From an optimization exercise on the open Yosys and OpenROAD flow, aimed at small area; shortcuts taken in it are not production practice.
Only simulation tests tie the RTL to the original design; equivalence was not proved.
Power figures rest on the tool's default switching activity, not on a simulated workload.

==> flow/design.v <==
`default_nettype none
`default_nettype none
`default_nettype none
`default_nettype none
module fancy_fader(input wire clk, input wire rst, input wire [15:0] random,
	output wire ws2812_out, output wire trigger, output wire data_request);
	reg [10:0] cnt;
	reg hold;
	reg [3:0] fm;
	reg [3:0] ci;
	reg [3:0] start;
	reg [1:0] rgb;
	reg [14:0] ring [0:9];
	reg [3:0] q;
	reg curbit;
	wire in_tx = (cnt[10:7] == 4'd0);
	wire req = (cnt == 11'd128);
	wire [7:0] led_next = {fm, ci} + 8'd1;
	wire last = (rgb == 2'd2) && (led_next == {4'd8, start});
	wire step = in_tx && (cnt[6:0] == 7'd119);
	wire frame_end = step && last;
	wire renumber = frame_end && (start == 4'd0);
	wire insert = req && !hold && last && (start == 4'd0);
	assign data_request = req;
	assign trigger = ~hold;
	assign ws2812_out = in_tx && ((cnt[3:0] < 4'd4) || (curbit && (cnt[3:0] < 4'd9)));
	always @(posedge clk) begin
		if (rst) begin
			cnt <= 11'd1280;
			hold <= 1'b0;
		end else begin
			if (req && !hold)
				cnt <= 11'd0;
			else if (cnt == 11'd2000)
				cnt <= 11'd128;
			else
				cnt <= cnt + 11'd1;
			if (req && !hold && last)
				hold <= 1'b1;
			else if (cnt == 11'd1999)
				hold <= 1'b0;
		end
	end
	always @(posedge clk) begin
		if (rst) begin
			fm <= 4'd0;
			ci <= 4'd0;
			start <= 4'd0;
			rgb <= 2'd0;
		end else if (step) begin
			if (rgb != 2'd2) begin
				rgb <= rgb + 2'd1;
			end else begin
				rgb <= 2'd0;
				if (!last) begin
					{fm, ci} <= led_next;
				end else begin
					fm <= 4'd0;
					ci <= start - 4'd1;
					start <= start - 4'd1;
				end
			end
		end
	end
	wire clear = !hold && cnt[10] && !cnt[4];
	integer i;
	always @(posedge clk) begin
		for (i = 1; i < 10; i = i + 1)
			ring[i] <= ring[i-1];
		ring[0] <= clear ? 15'd0 : (insert && q[3]) ? random[14:0] : ring[9];
		ring[5] <= (insert && !q[3]) ? random[14:0] : ring[4];
	end
	wire [3:0] q_inc = renumber ? 4'd2 : 4'd1;
	wire [4:0] q_sum = q + q_inc;
	always @(posedge clk) begin
		if (rst)
			q <= 4'd0;
		else
			q <= (q_sum >= 5'd10) ? q_sum - 5'd10 : q_sum;
	end
	wire [4:0] a = (rgb == 2'd0) ? ring[0][4:0] : (rgb == 2'd1) ? ring[0][9:5] : ring[0][14:10];
	wire [4:0] b = (rgb == 2'd0) ? ring[9][4:0] : (rgb == 2'd1) ? ring[9][9:5] : ring[9][14:10];
	wire [4:0] m0 = ci[0] ? b : a;
	wire [4:0] m1 = ci[1] ? b : a;
	wire [4:0] m2 = ci[2] ? b : a;
	wire [4:0] m3 = ci[3] ? b : a;
	wire [8:0] mix = {4'd0, a} + {4'd0, m0} + {3'd0, m1, 1'b0} + {2'd0, m2, 2'b0} + {1'b0, m3, 3'b0};
	wire [2:0] bsel = in_tx ? cnt[6:4] + {2'd0, cnt[3]} : 3'd0;
	wire load_ok = !in_tx || (cnt[3:2] != 2'b01);
	wire [2:0] bpos = ~bsel;
	wire [7:0] color = mix[8:1];
	always @(posedge clk)
		if (load_ok && q == fm)
			curbit <= color[bpos];
endmodule
==> flow/flow/run.sh <==
#!/bin/bash
# own flow: the standard flow (standard.sh, unchanged synthesis) with
# extra ORFS settings: no dummy clock loads in CTS, small port buffers,
# and logic cells taken down to their smallest drive strength before
# repair_design (flow/downsize.tcl).
HERE=$(pwd)
cat >> config.mk <<EOC
export CTS_ARGS = -sink_clustering_enable -repair_clock_nets -buf_list sky130_fd_sc_hd__clkbuf_8 -sink_clustering_size 24 -dont_use_dummy_load
export BUFFER_PORTS_ARGS = -buffer_cell sky130_fd_sc_hd__buf_1
export PRE_RESIZE_TCL = $HERE/flow/downsize.tcl
EOC
bash standard.sh > standard.log 2>&1
==> flow/flow/downsize.tcl <==
# PRE_RESIZE hook: move every combinational cell to the smallest drive
# strength of its function; repair_design, which runs right after, adds
# back buffering or sizing wherever slew, capacitance or fanout need it.
set block [ord::get_db_block]
set db [ord::get_db]
set n 0
foreach inst [$block getInsts] {
  set m [[$inst getMaster] getName]
  if { ![regexp {^sky130_fd_sc_hd__([a-z0-9]+)_([0-9]+)$} $m all base drive] } { continue }
  if { [regexp {^(df|edf|sdf|dl|tap|fill|decap|conb|clk|buf|inv)} $base] } { continue }
  if { $drive <= 1 } { continue }
  foreach d {0 1} {
    if { $d >= $drive } { break }
    set cand "sky130_fd_sc_hd__${base}_$d"
    set cm [$db findMaster $cand]
    if { $cm != "NULL" && [lsearch -exact $::env(DONT_USE_CELLS) $cand] < 0 } {
      replace_cell [$inst getName] $cand
      incr n
      break
    }
  }
}
puts "downsize.tcl: replaced $n cells"
==> flow/standard.sh <==
#!/bin/bash
# synth_recipe.tcl (not shown) runs the flow's synth.tcl, then flattens the netlist and writes it again
# the make line also repeats each setting of config.mk as NAME=value (left out here)
make -C /OpenROAD-flow-scripts/flow DESIGN_CONFIG=/design/flow/config.mk WORK_HOME=/design/flow/orfs CLKGATE_MAP_FILE= SYNTH_SCRIPT=/design/flow/synth_recipe.tcl "${@:-finish}"
==> flow/config.mk <==
export PLATFORM = sky130hd
export DESIGN_NAME = fancy_fader
export DESIGN_NICKNAME = fancy_fader
export VERILOG_FILES = /design/flow/design.v
export SDC_FILE = /design/flow/constraint.sdc
export NUM_CORES = 4
export LEC_CHECK = 0
export CAP_MARGIN = 20
export CORE_MARGIN = 2
export CORE_UTILIZATION = 40
export SLEW_MARGIN = 20
export CTS_ARGS = -sink_clustering_enable -repair_clock_nets -buf_list sky130_fd_sc_hd__clkbuf_8 -sink_clustering_size 24 -dont_use_dummy_load
export BUFFER_PORTS_ARGS = -buffer_cell sky130_fd_sc_hd__buf_1
export PRE_RESIZE_TCL = /design/flow/flow/downsize.tcl
==> flow/constraint.sdc <==
create_clock -name core_clock -period 12.0 [get_ports {clk}]
set_input_delay 2.4000 -clock core_clock [delete_from_list [all_inputs] [get_ports {clk}]]
set_output_delay 2.4000 -clock core_clock [all_outputs]
set_load 0.01 [all_outputs]
==> flow_summary.json, run 1 <==
{
  "synth_nets": 625,
  "cts.sinks": 181,
  "grt_pass1_wl_um": 18600,
  "grt_util_all_layers_pct": 14.2,
  "dr.pass1.iters": 4,
  "layout_common_cells": "dfxtp_1, nor2_1, mux2i_1",
  "period_share_pct": 41.9,
  "die-area_sq_um": 17200,
  "slowest_stage": "dfxtp_1",
  "r2r_start": "rgb[0]$_SDFFE_PP0P_",
  "p_per_area_nw_per_um2": 137,
  "gp_congestion": 0.821,
  "totalNegativeSetupSlack_ns": 0,
  "final_net_count": 642,
  "setup_viol": 0,
  "via_per_inst": 4.77,
  "hold_class": "flop to flop",
  "min_path_cells": 0,
  "clock_skew_ns": 0.0406,
  "min_to": "ring[9][2]$_DFF_P_",
  "synth_edf_count": 1,
  "crit_path_start_kind": "flop",
  "crit_chain": "mux2i_1 -> o21ai_0 -> xnor2_1 -> and2_1 -> ha_1 -> o21bai_1 -> fa_1 -> inv_1 -> fa_1 -> inv_1 -> ha_1 -> fa_1 -> a21o_1 -> a21oi_1 -> xor2_1 -> nand3_1 -> a31oi_1 -> a21oi_1",
  "diodes": 0,
  "ys_warn_count": 2,
  "tritoncts": "built",
  "port_buffers": 19,
  "reg2regPathDepth": 18,
  "rr_endpoint": "curbit$_DFFE_PP_",
  "post_cts_buffers": 0,
  "relSlewSlack_pct": 35.3,
  "drt-total-wl_um": 11000,
  "end_kind": "flop",
  "drive_above_1_share_pct": 3.58,
  "crit_required_ns": 12.17,
  "synth_top_flop_cell": "dfxtp_1",
  "cts_made_buffers": 17,
  "synthArstFlopShare_pct": 0,
  "core_region_area_sq_um": 15800,
  "critPathKind": "flop to flop",
  "cp.buffers_inverters": 2,
  "slew_viol_final": 0,
  "path_max_fanout": 14,
  "vias": 3830,
  "fmax_mhz": 199,
  "hold_buffers": 0,
  "fin_crit_ns": 5.03,
  "crit_arrival_ns": 5.21,
  "antenna_found_initial": 0,
  "drc": 0,
  "grt_pass1_vias": 3777,
  "io_pins": 21,
  "area_delta_synth_final_pct": 6.35,
  "drt_iter0_drc": 220,
  "grt_max_degree": 26,
  "place_inst": 786,
  "worst-path-stages": 18,
  "critPathMaxStageDelay_ns": 0.85,
  "dieWidth_um": 131,
  "detail_route.wl_per_cell_um": 13.7,
  "rows": 46,
  "finalHoldViolCount": 0,
  "ys_types": 53,
  "ir_drop_v": 0.0000963,
  "syn_area_per_cell_sq_um": 11.3,
  "clockBufferDepth": 2,
  "start_util_pct": 40.7,
  "die_h_um": 131,
  "ant_nets": 0,
  "h-tree-depth": 4,
  "dpl.hpwl_um": 7520,
  "crit_family": "adder cells",
  "syn_inst": 572,
  "worst_pin_slew_ns": 0.964,
  "rsz0062_at_grt": "no",
  "hold_start": "ring[8][2]$_DFF_P_",
  "fin_cells": 803,
  "ys_seq_elements": 181,
  "power_leakage_nw": 2.87,
  "reg2reg_setup_slack_ns": 6.97,
  "hold-worst-slack_ns": 0.316,
  "clk_latency_ns": 0.45,
  "grt.overflow.total": 0,
  "root_buffer": "clkbuf_8",
  "status": "no timing/DRC/antenna violations",
  "postCtsResizedCells": 0,
  "ys_seq_area_share_pct": 56.4,
  "crit_path_frequent_cell": "fa_1",
  "syn-cell-area_sq_um": 6450,
  "max_cap_violations": 0,
  "final_common_cell": "dfxtp_1",
  "clk_pin_slew_worst_paths_ns": 0.07
}
[how the worst max path moves through the flow]
stage	from	to	slack, ns
CTS	rgb[0]$_SDFFE_PP0P_	curbit$_DFFE_PP_	6.94
floorplan	rgb[0]$_SDFFE_PP0P_	curbit$_DFFE_PP_	7.24
detailed placement	rgb[0]$_SDFFE_PP0P_	curbit$_DFFE_PP_	6.97
global route	rgb[0]$_SDFFE_PP0P_	curbit$_DFFE_PP_	6.60
finish	rgb[0]$_SDFFE_PP0P_	curbit$_DFFE_PP_	6.97
global placement	rgb[0]$_SDFFE_PP0P_	curbit$_DFFE_PP_	6.99
[cell type report]
cell class	count	area [sq um]
clock buffers	17	234
fillers	1480	8970
inverters	32	120
multi-input cells	334	2490
flip-flops and latches	181	3630
well taps	216	270
repair buffers	23	105
[Yosys cell counts, types with 3 or more instances]
| master | n | area [sq um] |
|---|---|---|
| dfxtp_1 | 180 | 3600 |
| nor2_1 | 61 | 229 |
| mux2i_1 | 33 | 330 |
| inv_1 | 32 | 120 |
| a21oi_1 | 29 | 145 |
| ha_1 | 25 | 313 |
| nand2_1 | 20 | 75.1 |
| xnor2_1 | 20 | 175 |
| clkbuf_1 | 16 | 60.1 |
| o21ai_0 | 12 | 60.1 |
| xor2_1 | 11 | 96.3 |
| fa_1 | 10 | 200 |
| mux2_2 | 10 | 113 |
| mux2_4 | 10 | 150 |
| nand3_1 | 9 | 45.0 |
| nor3_1 | 8 | 40.0 |
| a31oi_1 | 6 | 37.5 |
| nand4_1 | 6 | 37.5 |
| or3_1 | 6 | 37.5 |
| and2_1 | 5 | 31.3 |
| buf_2 | 5 | 25.0 |
| nor3b_1 | 5 | 37.5 |
| nand2b_1 | 4 | 25.0 |
| nor2b_1 | 4 | 25.0 |
| o21bai_1 | 4 | 30.0 |
| o31a_1 | 4 | 35.0 |
| a21o_1 | 3 | 22.5 |
| buf_4 | 3 | 22.5 |
[registers in the layout, indices dropped and copies added, names as in the netlist]
| signal | cells |
|---|---|
| ring | 150 |
| cnt | 11 |
| ci | 4 |
| fm | 4 |
| q | 4 |
| start | 4 |
| rgb | 2 |
| curbit | 1 |
| hold | 1 |
[where the power goes]
group	switching, W	internal (W)	total [W]	leakage (nW)
combinational	0.0000150	0.0000124	0.0000274	1.29
sequential	0.00000732	0.000605	0.000612	1.46
clock	0.000174	0.000125	0.000299	0.122
[kinds of logic (layout without fill, tap and decap cells)]
logic type	Yosys count	after routing	share of synthesized area [%]
DFF	181	181	56.4
adders and majority gates	35	35	7.96
buffers and inverters	57	72	3.71
xor gates and xnor gates	32	32	4.56
and+or+nand+nor	138	138	10.7
AOI/OAI and AO/OA	76	76	7.55
muxes	53	53	9.20
[per-layer routing]
metal / GRT usage (%) / up-vias / share of wire (%)
li1: - / 1941 / -
met4: 6.32 / 0 / 1.5
met2: 22.7 / 44 / 47
met5: 0 / - / 0
met1: 18.2 / 1831 / 49
met3: 3.54 / 14 / 2.5
[stage by stage]
stage               cell area (sq um)  power [W]  util (%)  worst slack, ns
finish                           6860   0.000939      43.3             6.97
global route                     6860   0.000977      43.3             6.60
CTS                              6860   0.000953      43.3             6.94
detailed placement               6620   0.000654      41.8             6.97
global placement                 6690   0.000653      42.3             6.99
floorplan                        6450   0.000645         -             7.24
[worst register-to-register path: stages (launching register included)]
cell	delay, ns
dfxtp_1	0.85
mux2i_1	0.19
o21ai_0	0.49
xnor2_1	0.13
and2_1	0.17
ha_1	0.17
o21bai_1	0.17
fa_1	0.52
inv_1	0.06
fa_1	0.53
inv_1	0.04
ha_1	0.21
fa_1	0.40
a21o_1	0.17
a21oi_1	0.18
xor2_1	0.17
nand3_1	0.10
a31oi_1	0.17
a21oi_1	0.06
==> inputs of run 2 (changes only) <==
--- a/flow/flow/run.sh
+++ b/flow/flow/run.sh
@@ -5,7 +5,7 @@
 # repair_design (flow/downsize.tcl).
 HERE=$(pwd)
 cat >> config.mk <<EOC
-export CTS_ARGS = -sink_clustering_enable -repair_clock_nets -buf_list sky130_fd_sc_hd__clkbuf_8 -sink_clustering_size 24 -dont_use_dummy_load
+export CTS_ARGS = -sink_clustering_enable -repair_clock_nets -buf_list sky130_fd_sc_hd__clkbuf_8 -sink_clustering_size 30 -sink_clustering_max_diameter 100 -dont_use_dummy_load
 export BUFFER_PORTS_ARGS = -buffer_cell sky130_fd_sc_hd__buf_1
 export PRE_RESIZE_TCL = $HERE/flow/downsize.tcl
 EOC
--- a/flow/config.mk
+++ b/flow/config.mk
@@ -9,6 +9,6 @@
 export CORE_MARGIN = 2
 export CORE_UTILIZATION = 40
 export SLEW_MARGIN = 20
-export CTS_ARGS = -sink_clustering_enable -repair_clock_nets -buf_list sky130_fd_sc_hd__clkbuf_8 -sink_clustering_size 24 -dont_use_dummy_load
+export CTS_ARGS = -sink_clustering_enable -repair_clock_nets -buf_list sky130_fd_sc_hd__clkbuf_8 -sink_clustering_size 30 -sink_clustering_max_diameter 100 -dont_use_dummy_load
 export BUFFER_PORTS_ARGS = -buffer_cell sky130_fd_sc_hd__buf_1
 export PRE_RESIZE_TCL = /design/flow/flow/downsize.tcl
==> flow_summary.json, run 2 <==
{
  "period_share_pct": 41.9,
  "setup_viol": 0,
  "p_switching_w": 0.000196,
  "final_area_sq_um": 6860,
  "drt_iter0_drc": 220,
  "layout_common_cells": "dfxtp_1, nor2_1, mux2i_1",
  "fin_util_pct": 43.3,
  "critPathKind": "flop to flop",
  "grt_util_all_layers_pct": 14.2,
  "clkPwrFrac_pct": 31.8,
  "grt_pass1_vias": 3777,
  "crit_chain": "mux2i_1 -> o21ai_0 -> xnor2_1 -> and2_1 -> ha_1 -> o21bai_1 -> fa_1 -> inv_1 -> fa_1 -> inv_1 -> ha_1 -> fa_1 -> a21o_1 -> a21oi_1 -> xor2_1 -> nand3_1 -> a31oi_1 -> a21oi_1",
  "crit_arrival_ns": 5.21,
  "clockBufferDepth": 2,
  "finalHoldViolCount": 0,
  "fin_cells": 803,
  "clk_pin_slew_worst_paths_ns": 0.07,
  "ys_warn_count": 2,
  "gp_congestion": 0.821,
  "area_delta_synth_final_pct": 6.35,
  "fin_crit_ns": 5.03,
  "drive_above_1_share_pct": 3.58,
  "top_register": "ring",
  "vias": 3830,
  "dr.pass1.iters": 4,
  "syn-cell-area_sq_um": 6450,
  "antenna_found_initial": 0,
  "clk_latency_ns": 0.45,
  "rows": 46,
  "fmax_mhz": 199,
  "clock_skew_ns": 0.0406,
  "power_leakage_nw": 2.87,
  "ant_nets": 0,
  "via_per_inst": 4.77,
  "p_per_area_nw_per_um2": 137,
  "crit_path_start_kind": "flop",
  "grt.overflow.total": 0,
  "core_region_area_sq_um": 15800,
  "diodes": 0,
  "synth_area_leaders": "dfxtp_1, mux2i_1, ha_1",
  "crit_required_ns": 12.17,
  "synth_top_flop_cell": "dfxtp_1",
  "synth_edf_count": 1,
  "met2_usage_pct": 22.7,
  "cts.sinks": 181,
  "drc": 0,
  "place_inst": 786,
  "crit_path_frequent_cell": "fa_1",
  "dieWidth_um": 131,
  "swShare_pct": 20.9,
  "final_net_count": 642,
  "io_pins": 21,
  "detail_route.wl_per_cell_um": 13.7,
  "crit_family": "adder cells",
  "dpl_cell_area_sq_um": 6620,
  "slew_viol_final": 0,
  "rsz0062_at_grt": "no",
  "hold_buffers": 0,
  "grt_pass1_wl_um": 18600,
  "synthArstFlopShare_pct": 0,
  "largest_register_ffs": 150,
  "start_util_pct": 40.7,
  "die-area_sq_um": 17200,
  "synth_nets": 625,
  "post_cts_buffers": 0,
  "ys_seq_area_share_pct": 56.4,
  "dpl.hpwl_um": 7520,
  "yosysTopAreaCell": "dfxtp_1",
  "power_frac_comb_pct": 2.9,
  "relSlewSlack_pct": 35.3,
  "synth_top_cell_area_share_pct": 55.9,
  "reg_top3": "ring x150, cnt x11",
  "end_kind": "flop",
  "worst_pin_slew_ns": 0.964,
  "status": "no timing/DRC/antenna violations",
  "postCtsResizedCells": 0,
  "ys_types": 53,
  "cp.buffers_inverters": 2,
  "root_buffer": "clkbuf_8",
  "grt.busiest_layer": "met2",
  "syn_inst": 572,
  "synth.most_common_cell": "dfxtp_1",
  "p_int_w": 0.000743,
  "cts_made_buffers": 17,
  "path_max_fanout": 14,
  "hold_class": "flop to flop",
  "slowest_stage": "dfxtp_1",
  "ys_seq_elements": 181,
  "h-tree-depth": 4,
  "p_total_w": 0.000939,
  "yosys-top-cells-count": "dfxtp_1, nor2_1, mux2i_1",
  "syn_area_per_cell_sq_um": 11.3,
  "totalNegativeSetupSlack_ns": 0,
  "ir_drop_v": 0.0000963,
  "grt_max_degree": 26,
  "use_met3_pct": 3.54,
  "grt_use_met1_pct": 18.2,
  "die_h_um": 131,
  "critPathMaxStageDelay_ns": 0.85,
  "port_buffers": 19,
  "seqPwrFrac_pct": 65.2,
  "fill_cells": 1480,
  "tritoncts": "built",
  "max_cap_violations": 0,
  "final_common_cell": "dfxtp_1",
  "drt-total-wl_um": 11000
}
==> run 2: worst paths after layout <==
path	startpoint	endpoint	slack, ns	cells after the start
worst max-delay path	rgb[0]$_SDFFE_PP0P_	curbit$_DFFE_PP_	6.97	18
worst min-delay path	ring[8][2]$_DFF_P_	ring[9][2]$_DFF_P_	0.32	0
worst max register to register	rgb[0]$_SDFFE_PP0P_	curbit$_DFFE_PP_	6.97	18
worst min register to register	ring[8][2]$_DFF_P_	ring[9][2]$_DFF_P_	0.32	0
==> run 2: metal layers <==
metal	vias up	wire length, um	part of all wire [%]
li1	1941	-	-
met1	1831	5340	49
met2	44	5210	47
met3	14	273	2.5
met4	0	163	1.5
met5	-	0	0
==> run 2: cell families after synthesis <==
logic type / count (synthesis) / synth area share, %
and+or+nand+nor: 138 / 10.7
adders and majority gates: 35 / 7.96
buffers and inverters: 57 / 3.71
DFF: 181 / 56.4
muxes: 53 / 9.20
AOI/OAI and AO/OA: 76 / 7.55
xor gates and xnor gates: 32 / 4.56
==> run 2: layout make-up <==
| cell class | instances | area, sq um | share of cell area (%) |
|---|---|---|---|
| clock buffer | 17 | 234 | 3.41 |
| timing repair buffer | 23 | 105 | 1.53 |
| inverter | 32 | 120 | 1.75 |
| tap | 216 | 270 | 3.94 |
| multi-input combinational | 334 | 2490 | 36.4 |
| sequential | 181 | 3630 | 53.0 |
==> run 2: through the flow <==
step	hold WS [ns]	setup slack, ns
after detailed placement	0.312	6.97
after global placement	0.311	6.99
after global routing	0.318	6.60
after CTS	0.317	6.94
final	0.316	6.97
after floorplan	0.310	7.24
==> run 2: power by group through the flow <==
stage | clock (W) | sequential, W | combinational [W]
after floorplan | 0 | 0.000622 | 0.0000226
after global placement | 0 | 0.000626 | 0.0000267
after detailed placement | 0 | 0.000626 | 0.0000278
after CTS | 0.000312 | 0.000612 | 0.0000280
after global routing | 0.000333 | 0.000613 | 0.0000310
final | 0.000299 | 0.000612 | 0.0000274
==> inputs of run 3 (changes only) <==
--- a/flow/flow/run.sh
+++ b/flow/flow/run.sh
@@ -5,7 +5,7 @@
 # repair_design (flow/downsize.tcl).
 HERE=$(pwd)
 cat >> config.mk <<EOC
-export CTS_ARGS = -sink_clustering_enable -repair_clock_nets -buf_list sky130_fd_sc_hd__clkbuf_8 -sink_clustering_size 30 -sink_clustering_max_diameter 100 -dont_use_dummy_load
+export CTS_ARGS = -sink_clustering_enable -repair_clock_nets -buf_list sky130_fd_sc_hd__clkbuf_16 -sink_clustering_size 40 -sink_clustering_max_diameter 120 -dont_use_dummy_load
 export BUFFER_PORTS_ARGS = -buffer_cell sky130_fd_sc_hd__buf_1
 export PRE_RESIZE_TCL = $HERE/flow/downsize.tcl
 EOC
--- a/flow/config.mk
+++ b/flow/config.mk
@@ -9,6 +9,6 @@
 export CORE_MARGIN = 2
 export CORE_UTILIZATION = 40
 export SLEW_MARGIN = 20
-export CTS_ARGS = -sink_clustering_enable -repair_clock_nets -buf_list sky130_fd_sc_hd__clkbuf_8 -sink_clustering_size 30 -sink_clustering_max_diameter 100 -dont_use_dummy_load
+export CTS_ARGS = -sink_clustering_enable -repair_clock_nets -buf_list sky130_fd_sc_hd__clkbuf_16 -sink_clustering_size 40 -sink_clustering_max_diameter 120 -dont_use_dummy_load
 export BUFFER_PORTS_ARGS = -buffer_cell sky130_fd_sc_hd__buf_1
 export PRE_RESIZE_TCL = /design/flow/flow/downsize.tcl
==> flow_summary.json, run 3 <==
{
  "top_register": "ring",
  "fin_crit_ns": 5.03,
  "rows": 46,
  "fmax_mhz": 199,
  "cts.sinks": 181,
  "hold_buffers": 0,
  "crit_path_start_kind": "flop",
  "place_ws_ns": 6.97,
  "rsz0062_at_grt": "no",
  "hold-worst-slack_ns": 0.318,
  "dr.pass1.iters": 4,
  "synth_top_cell_area_share_pct": 55.9,
  "grt_max_degree": 26,
  "relSlewSlack_pct": 35.3,
  "clk_pin_slew_worst_paths_ns": 0.07,
  "synth_top_flop_cell": "dfxtp_1",
  "slew_viol_final": 0,
  "setup_viol": 0,
  "setup_slack_ns": 6.97,
  "ys_types": 53,
  "max_cap_violations": 0,
  "p_total_w": 0.00108,
  "final_common_cell": "dfxtp_1",
  "yosysTopAreaCell": "dfxtp_1",
  "tritoncts": "built",
  "core_region_area_sq_um": 15800,
  "synthArstFlopShare_pct": 0,
  "grt_pass1_wl_um": 18800,
  "clock_skew_ns": 0.0282,
  "clk_latency_ns": 0.42,
  "yosys-top-cells-count": "dfxtp_1, nor2_1, mux2i_1",
  "detail_route.wl_per_cell_um": 13.8,
  "synth.most_common_cell": "dfxtp_1",
  "drive_above_1_share_pct": 3.58,
  "io_pins": 21,
  "ant_nets": 0,
  "fin_cells": 803,
  "antenna_found_initial": 0,
  "syn-cell-area_sq_um": 6450,
  "reg_top3": "ring x150, cnt x11",
  "postCtsResizedCells": 0,
  "hold_class": "flop to flop",
  "via_per_inst": 4.80,
  "drt_iter0_drc": 207,
  "finalHoldViolCount": 0,
  "critPathKind": "flop to flop",
  "syn_inst": 572,
  "gp_congestion": 0.821,
  "status": "no timing/DRC/antenna violations",
  "grt_util_all_layers_pct": 14.4,
  "p_per_area_nw_per_um2": 153,
  "diodes": 0,
  "period_share_pct": 41.9,
  "die_h_um": 131,
  "ys_seq_elements": 181,
  "post_cts_buffers": 0,
  "ys_warn_count": 2,
  "vias": 3852,
  "totalNegativeSetupSlack_ns": 0,
  "ir_drop_v": 0.000107,
  "crit_arrival_ns": 5.18,
  "ys_seq_area_share_pct": 56.4,
  "synth_nets": 625,
  "synth_edf_count": 1,
  "largest_register_ffs": 150,
  "dieWidth_um": 131,
  "clockBufferDepth": 2,
  "grt.overflow.total": 0,
  "end_kind": "flop",
  "h-tree-depth": 4,
  "synth_area_leaders": "dfxtp_1, mux2i_1, ha_1",
  "grt_pass1_vias": 3788,
  "crit_required_ns": 12.15,
  "drt-total-wl_um": 11100,
  "worst_pin_slew_ns": 0.964,
  "syn_area_per_cell_sq_um": 11.3,
  "cts_made_buffers": 17,
  "layout_common_cells": "dfxtp_1, nor2_1, mux2i_1",
  "die-area_sq_um": 17200,
  "place_inst": 786,
  "power_leakage_nw": 2.96,
  "path_max_fanout": 14,
  "start_util_pct": 40.7,
  "final_net_count": 642,
  "port_buffers": 19,
  "dpl.hpwl_um": 7520,
  "drc": 0,
  "root_buffer": "clkbuf_16",
  "area_delta_synth_final_pct": 9.31
}
-- run 3: cell counts after synthesis --
No cell type changed its count.
-- run 3: per-layer routing --
layer,track usage [%],vias up,wire (um)
met4,6.51,0,235
met3,3.79,21,252
li1,-,1942,-
met5,0,-,0
met2,22.9,48,5170
met1,18.3,1841,5420
-- run 3: stage by stage --
| step | util, % | instance area [sq um] |
|---|---|---|
| floorplan | - | 6450 |
| global placement | 42.3 | 6690 |
| detailed placement | 41.8 | 6620 |
| CTS | 44.5 | 7050 |
| global route | 44.5 | 7050 |
| finish | 44.5 | 7050 |
-- run 3: worst paths after layout --
check                           cells past startpoint  slack (ns)             endpoint                start
worst max register to register                     18        6.97     curbit$_DFFE_PP_  rgb[0]$_SDFFE_PP0P_
worst min register to register                      0        0.32  ring[7][13]$_DFF_P_  ring[6][13]$_DFF_P_
worst min-delay path                                0        0.32  ring[7][13]$_DFF_P_  ring[6][13]$_DFF_P_
worst max-delay path                               18        6.97     curbit$_DFFE_PP_  rgb[0]$_SDFFE_PP0P_
-- run 3: worst max-delay path: stages, from the launching register on --
cell	delay [ns]
dfxtp_1	0.84
mux2i_1	0.19
o21ai_0	0.49
xnor2_1	0.13
and2_1	0.17
ha_1	0.17
o21bai_1	0.17
fa_1	0.52
inv_1	0.06
fa_1	0.53
inv_1	0.04
ha_1	0.21
fa_1	0.40
a21o_1	0.17
a21oi_1	0.18
xor2_1	0.17
nand3_1	0.10
a31oi_1	0.17
a21oi_1	0.05
-- run 3: layout make-up --
class / instances / area [sq um]
repair buffers: 23 / 105
multi-input cells: 334 / 2490
clock buffers: 17 / 425
flip-flops and latches: 181 / 3630
fillers: 1468 / 8780
well taps: 216 / 270
inverters: 32 / 120
-- run 3: power by group --
| group | switching [W] | total, W | internal, W | leakage, nW |
|---|---|---|---|---|
| registers | 0.00000729 | 0.000613 | 0.000606 | 1.46 |
| clock network | 0.000193 | 0.000439 | 0.000246 | 0.209 |
| logic | 0.0000150 | 0.0000274 | 0.0000125 | 1.29 |
| total | 0.000216 | 0.00108 | 0.000864 | 2.96 |
-- run 3: cell families (layout without fill, tap and decap cells) --
logic type | after synthesis | after routing | synth area share (%)
buffers and inverters | 57 | 72 | 3.71
DFF | 181 | 181 | 56.4
muxes | 53 | 53 | 9.20
and+or+nand+nor | 138 | 138 | 10.7
AOI/OAI and AO/OA | 76 | 76 | 7.55
adders and majority gates | 35 | 35 | 7.96
xor gates and xnor gates | 32 | 32 | 4.56
==> inputs of run 4 (changes only) <==
--- a/flow/flow/run.sh
+++ b/flow/flow/run.sh
@@ -5,7 +5,7 @@
 # repair_design (flow/downsize.tcl).
 HERE=$(pwd)
 cat >> config.mk <<EOC
-export CTS_ARGS = -sink_clustering_enable -repair_clock_nets -buf_list sky130_fd_sc_hd__clkbuf_16 -sink_clustering_size 40 -sink_clustering_max_diameter 120 -dont_use_dummy_load
+export CTS_ARGS = -sink_clustering_enable -repair_clock_nets -buf_list sky130_fd_sc_hd__clkbuf_16 -sink_buffer_max_cap_derate 1.0 -sink_clustering_size 40 -sink_clustering_max_diameter 150 -dont_use_dummy_load
 export BUFFER_PORTS_ARGS = -buffer_cell sky130_fd_sc_hd__buf_1
 export PRE_RESIZE_TCL = $HERE/flow/downsize.tcl
 EOC
--- a/flow/config.mk
+++ b/flow/config.mk
@@ -9,6 +9,6 @@
 export CORE_MARGIN = 2
 export CORE_UTILIZATION = 40
 export SLEW_MARGIN = 20
-export CTS_ARGS = -sink_clustering_enable -repair_clock_nets -buf_list sky130_fd_sc_hd__clkbuf_16 -sink_clustering_size 40 -sink_clustering_max_diameter 120 -dont_use_dummy_load
+export CTS_ARGS = -sink_clustering_enable -repair_clock_nets -buf_list sky130_fd_sc_hd__clkbuf_16 -sink_buffer_max_cap_derate 1.0 -sink_clustering_size 40 -sink_clustering_max_diameter 150 -dont_use_dummy_load
 export BUFFER_PORTS_ARGS = -buffer_cell sky130_fd_sc_hd__buf_1
 export PRE_RESIZE_TCL = /design/flow/flow/downsize.tcl
==> flow_summary.json, run 4 <==
{
  "postCtsResizedCells": 0,
  "layout_common_cells": "dfxtp_1, nor2_1, mux2i_1",
  "h-tree-depth": 4,
  "synth_area_leaders": "dfxtp_1, mux2i_1, ha_1",
  "status": "no timing/DRC/antenna violations",
  "wl_met3_um": 252,
  "p_per_area_nw_per_um2": 153,
  "cts_made_buffers": 17,
  "drc": 0,
  "drt-total-wl_um": 11100,
  "dr.pass1.iters": 4,
  "syn_area_per_cell_sq_um": 11.3,
  "tritoncts": "built",
  "gp_congestion": 0.821,
  "worst_pin_slew_ns": 0.964,
  "clock_skew_ns": 0.0282,
  "r2r_start": "rgb[0]$_SDFFE_PP0P_",
  "area_delta_synth_final_pct": 9.31,
  "drt_iter0_drc": 207,
  "grt_pass1_wl_um": 18800,
  "final_net_count": 642,
  "relSlewSlack_pct": 35.3,
  "grt_util_all_layers_pct": 14.4,
  "synth_edf_count": 1,
  "post_cts_buffers": 0,
  "reg_top3": "ring x150, cnt x11",
  "die-area_sq_um": 17200,
  "min_path_cells": 0,
  "final_common_cell": "dfxtp_1",
  "path_max_fanout": 14,
  "rsz0062_at_grt": "no",
  "ys_seq_area_share_pct": 56.4,
  "vias": 3852,
  "synth.most_common_cell": "dfxtp_1",
  "finalHoldViolCount": 0,
  "reg2regPathDepth": 18,
  "io_pins": 21,
  "port_buffers": 19,
  "dieWidth_um": 131,
  "min_to": "ring[7][13]$_DFF_P_",
  "hold_class": "flop to flop",
  "setup_viol": 0,
  "clockBufferDepth": 2,
  "totalNegativeSetupSlack_ns": 0,
  "grt.overflow.total": 0,
  "crit_arrival_ns": 5.18,
  "synth_top_cell_area_share_pct": 55.9,
  "reg2reg_setup_slack_ns": 6.97,
  "max_cap_violations": 0,
  "yosys-top-cells-count": "dfxtp_1, nor2_1, mux2i_1",
  "detail_route.wl_per_cell_um": 13.8,
  "clk_latency_ns": 0.42,
  "slew_viol_final": 0,
  "start_util_pct": 40.7,
  "syn_inst": 572,
  "wl_met1_um": 5420,
  "fin_crit_ns": 5.03,
  "synth_nets": 625,
  "diodes": 0,
  "cts.sinks": 181,
  "ys_seq_elements": 181,
  "die_h_um": 131,
  "fin_util_pct": 44.5,
  "grt_pass1_vias": 3788,
  "place_inst": 786,
  "power_leakage_nw": 2.96,
  "synth_top_flop_cell": "dfxtp_1",
  "top_register": "ring",
  "ys_types": 53,
  "root_buffer": "clkbuf_16",
  "ys_warn_count": 2,
  "end_kind": "flop",
  "rows": 46,
  "period_share_pct": 41.9,
  "synthArstFlopShare_pct": 0,
  "hold_start": "ring[6][13]$_DFF_P_",
  "largest_register_ffs": 150,
  "dr_wl_met2_um": 5170,
  "critPathKind": "flop to flop",
  "dpl.hpwl_um": 7520,
  "fmax_mhz": 199,
  "final_area_sq_um": 7050,
  "top_layer": "met4",
  "via_per_inst": 4.80,
  "antenna_found_initial": 0,
  "clk_pin_slew_worst_paths_ns": 0.07,
  "drive_above_1_share_pct": 3.58,
  "grt_max_degree": 26,
  "dpl_cell_area_sq_um": 6620,
  "yosysTopAreaCell": "dfxtp_1",
  "syn-cell-area_sq_um": 6450,
  "crit_path_start_kind": "flop",
  "ant_nets": 0,
  "fin_cells": 803,
  "rr_endpoint": "curbit$_DFFE_PP_",
  "hold_buffers": 0,
  "core_region_area_sq_um": 15800,
  "crit_required_ns": 12.15,
  "ir_drop_v": 0.000107
}
-- run 4: cell counts after synthesis --
Identical to the previous run, type by type.
-- run 4: layer usage --
metal / track usage (%) / vias up
met4: 6.51 / 0
met2: 22.9 / 48
met3: 3.79 / 21
met5: 0 / -
li1: - / 1942
met1: 18.3 / 1841
-- run 4: worst max path at each step --
stage,endpoint,depth (start not counted),slack [ns],start
after global placement,curbit$_DFFE_PP_,18,6.99,rgb[0]$_SDFFE_PP0P_
after floorplan,curbit$_DFFE_PP_,21,7.24,rgb[0]$_SDFFE_PP0P_
final,curbit$_DFFE_PP_,18,6.97,rgb[0]$_SDFFE_PP0P_
after CTS,curbit$_DFFE_PP_,18,6.95,rgb[0]$_SDFFE_PP0P_
after detailed placement,curbit$_DFFE_PP_,18,6.97,rgb[0]$_SDFFE_PP0P_
after global routing,curbit$_DFFE_PP_,19,6.61,rgb[0]$_SDFFE_PP0P_
-- run 4: cell type report --
| cell class | instances | area (sq um) |
|---|---|---|
| clock buffers | 17 | 425 |
| fillers | 1468 | 8780 |
| inverters | 32 | 120 |
| multi-input cells | 334 | 2490 |
| flip-flops and latches | 181 | 3630 |
| well taps | 216 | 270 |
| repair buffers | 23 | 105 |
-- run 4: where the power goes --
part	internal, W	total (W)	switching [W]
Clock	0.000246	0.000439	0.000193
Sequential	0.000606	0.000613	0.00000729
Combinational	0.0000125	0.0000274	0.0000150
Total	0.000864	0.00108	0.000216
-- run 4: kinds of logic (layout without fill, tap and decap cells) --
group                    Yosys count  after routing  synth area share [%]
multiplexers                      53             53                  9.20
buffers and inverters             57             72                  3.71
flip-flops                       181            181                  56.4
AO/OA/AOI/OAI                     76             76                  7.55
AND/OR/NAND/NOR                  138            138                  10.7
adder cells (fa/ha/maj)           35             35                  7.96
XOR/XNOR                          32             32                  4.56
-- run 4: worst max-delay path: stages, from the launching register on --
cell and delay, ns:
dfxtp_1 0.84, mux2i_1 0.19, o21ai_0 0.49, xnor2_1 0.13
and2_1 0.17, ha_1 0.17, o21bai_1 0.17, fa_1 0.52
inv_1 0.06, fa_1 0.53, inv_1 0.04, ha_1 0.21
fa_1 0.40, a21o_1 0.17, a21oi_1 0.18, xor2_1 0.17
nand3_1 0.10, a31oi_1 0.17, a21oi_1 0.05
-- run 4: through the flow --
step / hold slack [ns] / power, W / setup slack (ns)
3_3_place_gp: 0.311 / 0.000653 / 6.99
2_1_floorplan: 0.310 / 0.000645 / 7.24
4_1_cts: 0.319 / 0.00109 / 6.95
3_5_place_dp: 0.312 / 0.000654 / 6.97
5_1_grt: 0.321 / 0.00112 / 6.61
6_report: 0.318 / 0.00108 / 6.97
==> inputs of run 5 (changes only) <==
==> flow/flow/run.sh (replaced) <==
#!/bin/bash
# own flow: the standard flow (standard.sh, unchanged synthesis) with
# extra ORFS settings: no dummy clock loads in CTS, small port buffers,
# and logic cells taken down to their smallest drive strength before
# repair_design (flow/downsize.tcl).
HERE=$(pwd)
cat >> config.mk <<EOC
export CTS_ARGS = -sink_clustering_enable -repair_clock_nets -buf_list sky130_fd_sc_hd__clkbuf_8 -sink_buffer_max_cap_derate 1.0 -dont_use_dummy_load
export BUFFER_PORTS_ARGS = -buffer_cell sky130_fd_sc_hd__buf_1
export PRE_RESIZE_TCL = $HERE/flow/downsize.tcl
EOC
bash standard.sh > standard.log 2>&1
==> flow/config.mk (replaced) <==
export PLATFORM = sky130hd
export DESIGN_NAME = fancy_fader
export DESIGN_NICKNAME = fancy_fader
export VERILOG_FILES = /design/flow/design.v
export SDC_FILE = /design/flow/constraint.sdc
export NUM_CORES = 4
export LEC_CHECK = 0
export CAP_MARGIN = 20
export CORE_MARGIN = 2
export CORE_UTILIZATION = 40
export SLEW_MARGIN = 20
export CTS_ARGS = -sink_clustering_enable -repair_clock_nets -buf_list sky130_fd_sc_hd__clkbuf_8 -sink_buffer_max_cap_derate 1.0 -dont_use_dummy_load
export BUFFER_PORTS_ARGS = -buffer_cell sky130_fd_sc_hd__buf_1
export PRE_RESIZE_TCL = /design/flow/flow/downsize.tcl
==> flow_summary.json, run 5 <==
{
  "ys_seq_area_share_pct": 56.4,
  "clk_latency_ns": 0.45,
  "yosys-top-cells-count": "dfxtp_1, nor2_1, mux2i_1",
  "clock_skew_ns": 0.0406,
  "drt_iter0_drc": 220,
  "layout_common_cells": "dfxtp_1, nor2_1, mux2i_1",
  "drc": 0,
  "ir_drop_v": 0.0000963,
  "fin_cells": 803,
  "grt.busiest_layer": "met2",
  "power_leakage_nw": 2.87,
  "hold_class": "flop to flop",
  "io_pins": 21,
  "drive_above_1_share_pct": 3.58,
  "dieWidth_um": 131,
  "tritoncts": "built",
  "grt_max_degree": 26,
  "finalHoldViolCount": 0,
  "area_delta_synth_final_pct": 6.35,
  "clockBufferDepth": 2,
  "grt_use_met1_pct": 18.2,
  "cts.sinks": 181,
  "synth.most_common_cell": "dfxtp_1",
  "cts_made_buffers": 17,
  "crit_arrival_ns": 5.21,
  "place_inst": 786,
  "dr.pass1.iters": 4,
  "via_per_inst": 4.77,
  "largest_register_ffs": 150,
  "ys_seq_elements": 181,
  "yosysTopAreaCell": "dfxtp_1",
  "totalNegativeSetupSlack_ns": 0,
  "drt-total-wl_um": 11000,
  "synthArstFlopShare_pct": 0,
  "ant_nets": 0,
  "fmax_mhz": 199,
  "critPathKind": "flop to flop",
  "fin_crit_ns": 5.03,
  "fill_cells": 1480,
  "post_cts_buffers": 0,
  "hold_buffers": 0,
  "multiInputGateArea_sq_um": 2490,
  "grt_util_all_layers_pct": 14.2,
  "final_common_cell": "dfxtp_1",
  "antenna_found_initial": 0,
  "synth_edf_count": 1,
  "met2_usage_pct": 22.7,
  "critPathMaxStageDelay_ns": 0.85,
  "postCtsResizedCells": 0,
  "root_buffer": "clkbuf_8",
  "final_net_count": 642,
  "crit_chain": "mux2i_1 -> o21ai_0 -> xnor2_1 -> and2_1 -> ha_1 -> o21bai_1 -> fa_1 -> inv_1 -> fa_1 -> inv_1 -> ha_1 -> fa_1 -> a21o_1 -> a21oi_1 -> xor2_1 -> nand3_1 -> a31oi_1 -> a21oi_1",
  "rsz0062_at_grt": "no",
  "syn_inst": 572,
  "crit_path_start_kind": "flop",
  "reg_top3": "ring x150, cnt x11",
  "setup_viol": 0,
  "slowest_stage": "dfxtp_1",
  "grt_pass1_vias": 3777,
  "top_register": "ring",
  "period_share_pct": 41.9,
  "rows": 46,
  "path_max_fanout": 14,
  "status": "no timing/DRC/antenna violations",
  "use_met3_pct": 3.54,
  "crit_path_frequent_cell": "fa_1",
  "start_util_pct": 40.7,
  "slew_viol_final": 0,
  "die_h_um": 131,
  "max_cap_violations": 0,
  "detail_route.wl_per_cell_um": 13.7,
  "core_region_area_sq_um": 15800,
  "h-tree-depth": 4,
  "seq_area_sq_um": 3630,
  "vias": 3830,
  "clk_pin_slew_worst_paths_ns": 0.07,
  "ys_types": 53,
  "worst_pin_slew_ns": 0.964,
  "synth_top_cell_area_share_pct": 55.9,
  "dpl.hpwl_um": 7520,
  "syn-cell-area_sq_um": 6450,
  "p_per_area_nw_per_um2": 137,
  "synth_top_flop_cell": "dfxtp_1",
  "relSlewSlack_pct": 35.3,
  "gp_congestion": 0.821,
  "grt_pass1_wl_um": 18600,
  "end_kind": "flop",
  "ys_warn_count": 2,
  "crit_required_ns": 12.17,
  "grt.overflow.total": 0,
  "syn_area_per_cell_sq_um": 11.3,
  "synth_nets": 625,
  "diodes": 0,
  "synth_area_leaders": "dfxtp_1, mux2i_1, ha_1",
  "port_buffers": 19,
  "die-area_sq_um": 17200
}
run 5: cell count changes in the layout (fill, tap and decap cells not counted):
cell and change:
clkbuf_16 -17, clkbuf_8 +17
run 5: per-stage QoR:
stage	cell area [sq um]	total power [W]	hold WS, ns	util [%]	setup slack [ns]
global route	6860	0.000977	0.318	43.3	6.60
CTS	6860	0.000953	0.317	43.3	6.94
detailed placement	6620	0.000654	0.312	41.8	6.97
global placement	6690	0.000653	0.311	42.3	6.99
floorplan	6450	0.000645	0.310	-	7.24
finish	6860	0.000939	0.316	43.3	6.97
run 5: layout make-up:
type / count / area share, %
Sequential cell: 181 / 53.0
Multi-Input combinational cell: 334 / 36.4
Tap cell: 216 / 3.94
Clock buffer: 17 / 3.41
Inverter: 32 / 1.75
Timing Repair Buffer: 23 / 1.53
run 5: routing by layer:
metal | share of wire [%] | wire [um]
met5 | 0 | 0
met4 | 1.5 | 163
met3 | 2.5 | 273
met2 | 47 | 5210
met1 | 49 | 5340
run 5: kinds of logic after synthesis:
| group | after synthesis | share of synthesized area [%] |
|---|---|---|
| adder cells (fa/ha/maj) | 35 | 7.96 |
| AO/OA/AOI/OAI | 76 | 7.55 |
| buffers and inverters | 57 | 3.71 |
| AND/OR/NAND/NOR | 138 | 10.7 |
| multiplexers | 53 | 9.20 |
| XOR/XNOR | 32 | 4.56 |
| flip-flops | 181 | 56.4 |
run 5: final timing paths:
check	depth (start not counted)	slack, ns	end	start
max	18	6.97	curbit$_DFFE_PP_	rgb[0]$_SDFFE_PP0P_
min	0	0.32	ring[9][2]$_DFF_P_	ring[8][2]$_DFF_P_
max reg2reg	18	6.97	curbit$_DFFE_PP_	rgb[0]$_SDFFE_PP0P_
min reg2reg	0	0.32	ring[9][2]$_DFF_P_	ring[8][2]$_DFF_P_
run 5: power breakdown:
group | internal, W | switching, W | total (W)
logic | 0.0000124 | 0.0000150 | 0.0000274
registers | 0.000605 | 0.00000732 | 0.000612
clock network | 0.000125 | 0.000174 | 0.000299
run 5: critical path: cells and delay by family, from the launching register on:
family                   cells  cell delay (ns)
AND/OR/NAND/NOR              2             0.27
multiplexers                 1             0.19
flip-flops                   1             0.85
AO/OA/AOI/OAI                6             1.24
adder cells (fa/ha/maj)      5             1.83
buffers and inverters        2             0.10
XOR/XNOR                     2             0.30
==> inputs of run 6 (changes only) <==
--- a/flow/design.v
+++ b/flow/design.v
@@ -11,15 +11,14 @@
 	reg [3:0] start;
 	reg [1:0] rgb;
 	reg [14:0] ring [0:9];
-	reg [3:0] q;
+	reg [3:0] d;
 	reg curbit;
 	wire in_tx = (cnt[10:7] == 4'd0);
 	wire req = (cnt == 11'd128);
 	wire [7:0] led_next = {fm, ci} + 8'd1;
-	wire last = (rgb == 2'd2) && (led_next == {4'd8, start});
+	wire led_end = (rgb == 2'd2);
+	wire last = led_end && (led_next == {4'd8, start});
 	wire step = in_tx && (cnt[6:0] == 7'd119);
-	wire frame_end = step && last;
-	wire renumber = frame_end && (start == 4'd0);
 	wire insert = req && !hold && last && (start == 4'd0);
 	assign data_request = req;
 	assign trigger = ~hold;
@@ -48,7 +47,7 @@
 			start <= 4'd0;
 			rgb <= 2'd0;
 		end else if (step) begin
-			if (rgb != 2'd2) begin
+			if (!led_end) begin
 				rgb <= rgb + 2'd1;
 			end else begin
 				rgb <= 2'd0;
@@ -56,27 +55,28 @@
 					{fm, ci} <= led_next;
 				end else begin
 					fm <= 4'd0;
-					ci <= start - 4'd1;
-					start <= start - 4'd1;
+					start <= ci;
 				end
 			end
 		end
+	end
+	wire d_hold = step && led_end && !last && (ci == 4'hf);
+	wire d_dec = step && last;
+	always @(posedge clk) begin
+		if (rst)
+			d <= 4'd0;
+		else if (d_dec)
+			d <= (d == 4'd0) ? 4'd9 : d - 4'd1;
+		else if (!d_hold)
+			d <= (d == 4'd9) ? 4'd0 : d + 4'd1;
 	end
 	wire clear = !hold && cnt[10] && !cnt[4];
 	integer i;
 	always @(posedge clk) begin
 		for (i = 1; i < 10; i = i + 1)
 			ring[i] <= ring[i-1];
-		ring[0] <= clear ? 15'd0 : (insert && q[3]) ? random[14:0] : ring[9];
-		ring[5] <= (insert && !q[3]) ? random[14:0] : ring[4];
-	end
-	wire [3:0] q_inc = renumber ? 4'd2 : 4'd1;
-	wire [4:0] q_sum = q + q_inc;
-	always @(posedge clk) begin
-		if (rst)
-			q <= 4'd0;
-		else
-			q <= (q_sum >= 5'd10) ? q_sum - 5'd10 : q_sum;
+		ring[0] <= clear ? 15'd0 : (insert && !d[2]) ? random[14:0] : ring[9];
+		ring[5] <= (insert && d[2]) ? random[14:0] : ring[4];
 	end
 	wire [4:0] a = (rgb == 2'd0) ? ring[0][4:0] : (rgb == 2'd1) ? ring[0][9:5] : ring[0][14:10];
 	wire [4:0] b = (rgb == 2'd0) ? ring[9][4:0] : (rgb == 2'd1) ? ring[9][9:5] : ring[9][14:10];
@@ -90,6 +90,6 @@
 	wire [2:0] bpos = ~bsel;
 	wire [7:0] color = mix[8:1];
 	always @(posedge clk)
-		if (load_ok && q == fm)
+		if (load_ok && d == 4'd0)
 			curbit <= color[bpos];
 endmodule
--- a/flow/flow/run.sh
+++ b/flow/flow/run.sh
@@ -5,7 +5,7 @@
 # repair_design (flow/downsize.tcl).
 HERE=$(pwd)
 cat >> config.mk <<EOC
-export CTS_ARGS = -sink_clustering_enable -repair_clock_nets -buf_list sky130_fd_sc_hd__clkbuf_8 -sink_buffer_max_cap_derate 1.0 -dont_use_dummy_load
+export CTS_ARGS = -sink_clustering_enable -repair_clock_nets -buf_list sky130_fd_sc_hd__clkbuf_8 -sink_clustering_size 24 -dont_use_dummy_load
 export BUFFER_PORTS_ARGS = -buffer_cell sky130_fd_sc_hd__buf_1
 export PRE_RESIZE_TCL = $HERE/flow/downsize.tcl
 EOC
--- a/flow/config.mk
+++ b/flow/config.mk
@@ -9,6 +9,6 @@
 export CORE_MARGIN = 2
 export CORE_UTILIZATION = 40
 export SLEW_MARGIN = 20
-export CTS_ARGS = -sink_clustering_enable -repair_clock_nets -buf_list sky130_fd_sc_hd__clkbuf_8 -sink_buffer_max_cap_derate 1.0 -dont_use_dummy_load
+export CTS_ARGS = -sink_clustering_enable -repair_clock_nets -buf_list sky130_fd_sc_hd__clkbuf_8 -sink_clustering_size 24 -dont_use_dummy_load
 export BUFFER_PORTS_ARGS = -buffer_cell sky130_fd_sc_hd__buf_1
 export PRE_RESIZE_TCL = /design/flow/flow/downsize.tcl
==> flow_summary.json, run 6 <==
{
  "status": "no timing/DRC/antenna violations",
  "ys_seq_elements": 181,
  "synthXorXnorAreaFrac_pct": 4.13,
  "yosysTopAreaCell": "dfxtp_1",
  "clockBufferDepth": 2,
  "cts.sinks": 181,
  "post_cts_buffers": 0,
  "synth_top_flop_cell": "dfxtp_1",
  "crit_required_ns": 12.26,
  "port_buffers": 19,
  "setup_slack_ns": 6.86,
  "slew_viol_final": 0,
  "syn_inst": 577,
  "diodes": 0,
  "crit_chain": "mux2i_1 -> nor2_1 -> a21oi_1 -> mux2i_1 -> ha_1 -> o21bai_1 -> fa_1 -> inv_1 -> fa_1 -> inv_1 -> ha_1 -> fa_1 -> a21o_1 -> a21oi_1 -> xnor2_1 -> o31ai_1 -> a211o_1 -> a22oi_1",
  "synthMuxAreaShare_pct": 7.88,
  "ant_nets": 0,
  "finalHoldViolCount": 0,
  "hold-worst-slack_ns": 0.301,
  "drive_above_1_share_pct": 3.73,
  "ys_seq_area_share_pct": 57.1,
  "reg2reg_setup_slack_ns": 6.86,
  "rows": 46,
  "critPathKind": "flop to flop",
  "cp.buffers_inverters": 2,
  "largest_register_ffs": 150,
  "core_region_area_sq_um": 15700,
  "endpoint": "curbit$_DFFE_PP_",
  "tritoncts": "built",
  "antenna_found_initial": 0,
  "crit_arrival_ns": 5.41,
  "h-tree-depth": 4,
  "dpl.hpwl_um": 8020,
  "place_ws_ns": 6.84,
  "synth_fa_ha_area_share_pct": 6.76,
  "layout_common_cells": "dfxtp_1, nor2_1, a21oi_1",
  "seq_area_sq_um": 3630,
  "crit_path_frequent_cell": "fa_1",
  "cts_made_buffers": 17,
  "ir_drop_v": 0.0000998,
  "slowest_stage": "dfxtp_1",
  "worst-path-stages": 18,
  "totalNegativeSetupSlack_ns": 0,
  "setup_viol": 0,
  "ys_warn_count": 2,
  "fin_crit_ns": 5.14,
  "die-area_sq_um": 16900,
  "synth_area_leaders": "dfxtp_1, ha_1, mux2i_1",
  "start_util_pct": 40.5,
  "p_per_area_nw_per_um2": 140,
  "synth.most_common_cell": "dfxtp_1",
  "postCtsResizedCells": 0,
  "reg2regPathDepth": 18,
  "crit_path_start_kind": "flop",
  "via_per_inst": 4.96,
  "syn-cell-area_sq_um": 6370,
  "reg_top3": "ring x150, cnt x11",
  "critPathMaxStageDelay_ns": 0.79,
  "detail_route.wl_per_cell_um": 14.6,
  "relSlewSlack_pct": 41.9,
  "worst_pin_slew_ns": 0.871,
  "top_register": "ring",
  "synth_top_cell_area_share_pct": 56.6,
  "synthArstFlopShare_pct": 0,
  "multiInputGateArea_sq_um": 2450,
  "clk_latency_ns": 0.46,
  "synth_edf_count": 1,
  "hold_class": "flop to flop",
  "clock_skew_ns": 0.0447,
  "synth_top_family_by_area": "simple AND/OR/NAND/NOR gates",
  "drt_iter0_drc": 261,
  "ys_types": 61,
  "io_pins": 21,
  "gp_congestion": 0.803,
  "synth_nets": 624,
  "place_inst": 789,
  "end_kind": "flop",
  "dpl_cell_area_sq_um": 6540,
  "power_leakage_nw": 2.66,
  "grt_pass1_vias": 3963,
  "dr.pass1.iters": 4,
  "grt_max_degree": 25,
  "syn_area_per_cell_sq_um": 11.0,
  "max_cap_violations": 0,
  "dieWidth_um": 130,
  "drt-total-wl_um": 11700,
  "clk_pin_slew_worst_paths_ns": 0.10,
  "final_common_cell": "dfxtp_1",
  "rsz0062_at_grt": "no",
  "final_net_count": 639,
  "grt.overflow.total": 0,
  "fin_cells": 806,
  "die_h_um": 130,
  "hold_buffers": 0,
  "fmax_mhz": 195,
  "final_area_sq_um": 6780,
  "vias": 3995,
  "grt_util_all_layers_pct": 14.9,
  "period_share_pct": 42.8,
  "yosys.area_share.simple_pct": 11.8,
  "r2r_start": "rgb[0]$_SDFFE_PP0P_",
  "root_buffer": "clkbuf_8",
  "synth_compound_area_share_pct": 9.02,
  "crit_family": "adder cells",
  "grt_pass1_wl_um": 19400,
  "path_max_fanout": 14,
  "fill_cells": 1463,
  "rr_endpoint": "curbit$_DFFE_PP_",
  "yosys-top-cells-count": "dfxtp_1, nor2_1, a21oi_1",
  "worstSetupStartpoint": "rgb[0]$_SDFFE_PP0P_",
  "area_delta_synth_final_pct": 6.43,
  "drc": 0
}
run 6: cell types whose count changed after synthesis, moves of 3 or more:
| cell | before | now |
|---|---|---|
| a21oi_1 | 29 | 42 |
| clkbuf_1 | 16 | 19 |
| ha_1 | 25 | 20 |
| inv_1 | 32 | 24 |
| mux2i_1 | 33 | 25 |
| nand3_1 | 9 | 22 |
| nor2_1 | 61 | 52 |
| o21ai_0 | 12 | 25 |
| o31a_1 | 4 | 1 |
| xnor2_1 | 20 | 16 |
| xor2_1 | 11 | 14 |
run 6: worst min path at each step:
stage / from / to / cells past startpoint
after floorplan: ring[1][0]$_DFF_P_ / ring[2][0]$_DFF_P_ / 0
after global placement: ring[7][1]$_DFF_P_ / ring[8][1]$_DFF_P_ / 0
after detailed placement: ring[2][12]$_DFF_P_ / ring[3][12]$_DFF_P_ / 0
after CTS: ring[3][10]$_DFF_P_ / ring[4][10]$_DFF_P_ / 0
after global routing: ring[3][10]$_DFF_P_ / ring[4][10]$_DFF_P_ / 0
final: ring[7][5]$_DFF_P_ / ring[8][5]$_DFF_P_ / 0
run 6: cells by family after synthesis:
kind of cell / count (synthesis)
compound gates: 97
simple gates: 144
flops: 181
xor+xnor: 30
buf+inv: 52
mux: 44
fa+ha+maj: 29
run 6: stage by stage:
stage | util, % | total power (W)
3_5_place_dp | 41.6 | 0.000662
4_1_cts | 43.1 | 0.000955
6_report | 43.1 | 0.000946
5_1_grt | 43.1 | 0.000986
3_3_place_gp | 42.1 | 0.000662
2_1_floorplan | - | 0.000651
run 6: layout make-up:
class                           instances  area share (%)
Sequential cell                       181            53.6
Multi-Input combinational cell        344            36.1
Tap cell                              216            3.99
Clock buffer                           17            3.45
Inverter                               26            1.44
Timing Repair Buffer                   22            1.39
run 6: routing by layer:
metal  global-route usage [%]  wire (um)  up-vias
li1                         -          -     1998
met4                     6.20        218        0
met3                     4.18        386       18
met5                        0          0        -
met1                     19.1       5680     1912
met2                     23.9       5460       67
run 6: where the power goes:
| group | switching [W] | internal [W] | leakage [nW] |
|---|---|---|---|
| combinational | 0.0000194 | 0.0000126 | 1.08 |
| clock | 0.000172 | 0.000125 | 0.122 |
| sequential | 0.0000103 | 0.000606 | 1.46 |
| total | 0.000202 | 0.000744 | 2.66 |

==> separate check: timing with driven ports <==
The flow's constraints put no driver on any port. The routed layouts listed below were extracted and timed again, unchanged, in two steps. Step 1, drivers: a clkbuf_16 drives clk and a buf_2 each remaining input, both assumed. Step 2 adds t to the input delays and takes it off the output delays; t is the mean of the earliest and latest rising clock arrival at the registers after step 1. Input paths then give back, and output paths get back, about the clock's delay inside the block. Slacks: ideal / step 1 / step 2; pairs: ideal / step 1.
| run | t, ns | setup slack, ns | worst setup path after step 2 | latest minus earliest clock arrival (ns) | cell pins on the clock port's net |
|---|---|---|---|---|---|
| run 1 | 0.470 | 6.968 / 6.968 / 6.968 | register to register | 0.041 / 0.040 | 1 |
| run 2 | 0.470 | 6.968 / 6.968 / 6.968 | register to register | 0.041 / 0.040 | 1 |
| run 3 | 0.450 | 6.968 / 6.968 / 6.968 | register to register | 0.028 / 0.028 | 1 |
| run 4 | 0.450 | 6.968 / 6.968 / 6.968 | register to register | 0.028 / 0.028 | 1 |
| run 5 | 0.470 | 6.968 / 6.968 / 6.968 | register to register | 0.041 / 0.040 | 1 |
| run 6 | 0.472 | 6.859 / 6.859 / 6.859 | register to register | 0.045 / 0.045 | 1 |
After both steps setup and hold are still met in every run listed.
